Context: an optimization exercise on an open-source flow, tuned for small area, a short achievable clock period and few clock cycles. The choices shown serve that exercise and are no tape-out recipe.
The RTL was checked by simulation tests, not by an equivalence proof against the original design.
No activity file was given, so power comes from the tool's default toggle rates.

## build 42
## axifull_dev
	module axifull_dev #
	(
		parameter integer C_S00_AXI_ID_WIDTH	= 8,
		parameter integer C_S00_AXI_DATA_WIDTH	= 128,
		parameter integer C_S00_AXI_ADDR_WIDTH	= 8,
		parameter integer C_S00_AXI_AWUSER_WIDTH	= 0,
		parameter integer C_S00_AXI_ARUSER_WIDTH	= 0,
		parameter integer C_S00_AXI_WUSER_WIDTH	= 0,
		parameter integer C_S00_AXI_RUSER_WIDTH	= 0,
		parameter integer C_S00_AXI_BUSER_WIDTH	= 0
	)
	(
		input wire  s00_axi_aclk,
		input wire  s00_axi_aresetn,
		input wire [C_S00_AXI_ID_WIDTH-1 : 0] s00_axi_awid,
		input wire [C_S00_AXI_ADDR_WIDTH-1 : 0] s00_axi_awaddr,
		input wire [7 : 0] s00_axi_awlen,
		input wire [2 : 0] s00_axi_awsize,
		input wire [1 : 0] s00_axi_awburst,
		input wire  s00_axi_awlock,
		input wire [3 : 0] s00_axi_awcache,
		input wire [2 : 0] s00_axi_awprot,
		input wire [3 : 0] s00_axi_awqos,
		input wire [3 : 0] s00_axi_awregion,
		input wire  s00_axi_awvalid,
		output wire  s00_axi_awready,
		input wire [C_S00_AXI_DATA_WIDTH-1 : 0] s00_axi_wdata,
		input wire [(C_S00_AXI_DATA_WIDTH/8)-1 : 0] s00_axi_wstrb,
		input wire  s00_axi_wlast,
		input wire  s00_axi_wvalid,
		output wire  s00_axi_wready,
		output wire [C_S00_AXI_ID_WIDTH-1 : 0] s00_axi_bid,
		output wire [1 : 0] s00_axi_bresp,
		output wire  s00_axi_bvalid,
		input wire  s00_axi_bready,
		input wire [C_S00_AXI_ID_WIDTH-1 : 0] s00_axi_arid,
		input wire [C_S00_AXI_ADDR_WIDTH-1 : 0] s00_axi_araddr,
		input wire [7 : 0] s00_axi_arlen,
		input wire [2 : 0] s00_axi_arsize,
		input wire [1 : 0] s00_axi_arburst,
		input wire  s00_axi_arlock,
		input wire [3 : 0] s00_axi_arcache,
		input wire [2 : 0] s00_axi_arprot,
		input wire [3 : 0] s00_axi_arqos,
  ...
Size in the first run: ~4,000 cells after synthesis, ~2,300 flip-flops, about 400 I/O pins, roughly 58,000 um^2 of cells after synthesis.
==> flow/config.mk <==
export PLATFORM = sky130hd
export DESIGN_NAME = axifull_dev
export DESIGN_NICKNAME = axifull_dev
export VERILOG_FILES = /design/flow/design.v
export SDC_FILE = /design/flow/constraint.sdc
export NUM_CORES = 4
export LEC_CHECK = 0
export CAP_MARGIN = 20
export CORE_MARGIN = 2
export CORE_UTILIZATION = 45
export CTS_CLUSTER_DIAMETER = 100
export CTS_CLUSTER_SIZE = 25
export PLACE_DENSITY = 0.6
export SETUP_SLACK_MARGIN = 2.5
export SLEW_MARGIN = 20
==> flow/constraint.sdc <==
create_clock -name core_clock -period 5.0 [get_ports {s00_axi_aclk}]
set_input_delay 1.0000 -clock core_clock [delete_from_list [all_inputs] [get_ports {s00_axi_aclk}]]
set_output_delay 1.0000 -clock core_clock [all_outputs]
set_load 0.01 [all_outputs]
standard.sh (not shown) runs the stock make flow with config.mk's settings and CLKGATE_MAP_FILE= SYNTH_SCRIPT=/design/flow/synth_recipe.tcl, a recipe that flattens the netlist after the stock synthesis.
==> flow/flow/run.sh <==
#!/bin/bash
# The standard layout, with plain buf_1 cells as the port buffers
# (buffer_ports otherwise picks clkdlybuf4s50_1, a larger delay cell).
set -euo pipefail
export BUFFER_PORTS_ARGS="-buffer_cell sky130_fd_sc_hd__buf_1"
bash standard.sh > standard.log 2>&1
Having completed the whole flow, build 42 delivered a layout that passed the timing, DRC and antenna checks.
Testbench counts of build 42, summed over its fixed seeds: cycles 26,205.
## Diff of input files: build 2 against build 42
--- a/flow/design.v
+++ b/flow/design.v
@@ -93,56 +93,38 @@
 	assign S_AXI_WREADY  = wready;
 	assign S_AXI_BID     = id;
 	assign S_AXI_BRESP   = 2'b00;
 	assign S_AXI_BVALID  = bvalid;
 	assign S_AXI_RID     = id;
 	assign S_AXI_RDATA   = dbuf;
 	assign S_AXI_RRESP   = 2'b00;
 	assign S_AXI_RLAST   = rlast;
 	assign S_AXI_RVALID  = rvalid;
 	wire [3:0]      ara = S_AXI_ARADDR[AW-1:AW-4];
 	wire [3:0]      awa = S_AXI_AWADDR[AW-1:AW-4];
-	wire [3:0]      w1n = ~m + 4'd1;      
-	wire [3:0]      w2n = ~m + 4'd2;      
-	reg  [LR-1:0]   tl0, tl1;
-	reg  [LW-1:0]   pl1;
-	reg  [(4-LR)*KR-1:0] th0, th1;
-	reg  [(4-LW)*KW-1:0] ph1;
+	wire [3:0]      w0  = ~m;
+	wire [3:0]      w1  = ~m + 4'd1;
+	reg  [KR-1:0]   tm, tn;
+	reg  [KW-1:0]   pn;
 	reg  [3-LR:0]   kr;
 	reg  [3-LW:0]   kw;
-	always @(posedge S_AXI_ACLK) begin
-	  tl0 <= w1n[LR-1:0];
-	  tl1 <= w2n[LR-1:0];
-	  pl1 <= w2n[LW-1:0];
+	always @* begin
 	  for (k = 0; k < KR; k = k + 1) begin
 	    kr = k;
-	    th0[k*(4-LR) +: 4-LR] <= w1n[3:LR] + kr;
-	    th1[k*(4-LR) +: 4-LR] <= w2n[3:LR] + kr;
+	    tm[k] = ar_hs & (ara[LR-1:0] == w0[LR-1:0]) & (ara[3:LR] == w0[3:LR] + kr);
+	    tn[k] = (ara[LR-1:0] == w1[LR-1:0]) & (ara[3:LR] == w1[3:LR] + kr);
 	  end
 	  for (k = 0; k < KW; k = k + 1) begin
 	    kw = k;
-	    ph1[k*(4-LW) +: 4-LW] <= w2n[3:LW] + kw;
-	  end
-	end
-	reg  [KR-1:0]   tm, tn;
-	reg  [KW-1:0]   pn;
-	wire            lo0 = (ara[LR-1:0] == tl0);
-	wire            lo1 = (ara[LR-1:0] == tl1);
-	wire            plo = (awa[LW-1:0] == pl1);
-	always @* begin
-	  for (k = 0; k < KR; k = k + 1) begin
-	    tm[k] = ar_hs & lo0 & (ara[3:LR] == th0[k*(4-LR) +: 4-LR]);
-	    tn[k] = lo1 & (ara[3:LR] == th1[k*(4-LR) +: 4-LR]);
+	    pn[k] = (awa[LW-1:0] == w1[LW-1:0]) & (awa[3:LW] == w1[3:LW] + kw);
 	  end
-	  for (k = 0; k < KW; k = k + 1)
-	    pn[k] = plo & (awa[3:LW] == ph1[k*(4-LW) +: 4-LW]);
 	end
 	wire tm_any = |tm;
 	wire commit = |wc;
 	wire rload  = ra | (rb & S_AXI_RREADY);
 	reg [NW*DW-1:0] ring_n;
 	always @* begin
 	  for (k = 0; k < NW; k = k + 1)
 	    ring_n[k*DW +: DW] = ring[((k+1)%NW)*DW +: DW];
 	  for (k = 0; k < KW; k = k + 1)
 	    for (b = 0; b < NB; b = b + 1)
 	      if (wc[k] && mask[b])
==> comparison <==
From build 42 to build 2 the numbers moved as follows: least setup slack across all paths after layout +9.3 ps, power share of the combinational group saw an increase, wire length of the first global-routing pass now larger, via count went up 1,457, all-layer global routing usage picked up an extra 1.4 points. Changes observed in build 2 relative to build 42: adder-cell share of the synthesized area did not really move, power went up, number of clock buffers in the layout went down, number of buffers and inverters on the critical path went down. Register count in build 2 is lower than in build 42. Between build 42 and build 2, met1 track demand over resource in global routing increased.
Testbench counts of build 2, summed over its fixed seeds: cycles 26,205.

-- port drivers added, routing unchanged --
No port has a modelled driver above. Below, the same layouts with a new extraction and two added sets of constraints.
Step 1: set_driving_cell puts a clkbuf_16 on s00_axi_aclk and a buf_2 on each other input, an assumption about the parent block.
Step 2 also shifts input and output timing later by t, the mid clock arrival at the registers, as if the neighbouring blocks saw the same clock.
a / b / c = no drivers / after step 1 / after step 2; a / b = the first two.
run	t, ns	slack for setup (ns)	worst setup path after step 2	slew at the worst register clock pin (ns)	worst slew at a driven data input, ns
build 42	0.800	2.490 / 2.488 / 1.719	input to register	0.10 / 0.10	0.25
build 2	0.798	2.499 / 2.460 / 1.796	input to register	0.11 / 0.11	0.18
After both steps setup and hold are still met in every run listed. For build 42, which loses most, drivers alone change the setup slack by -0.002 ns; drivers and shift together by -0.771 ns.
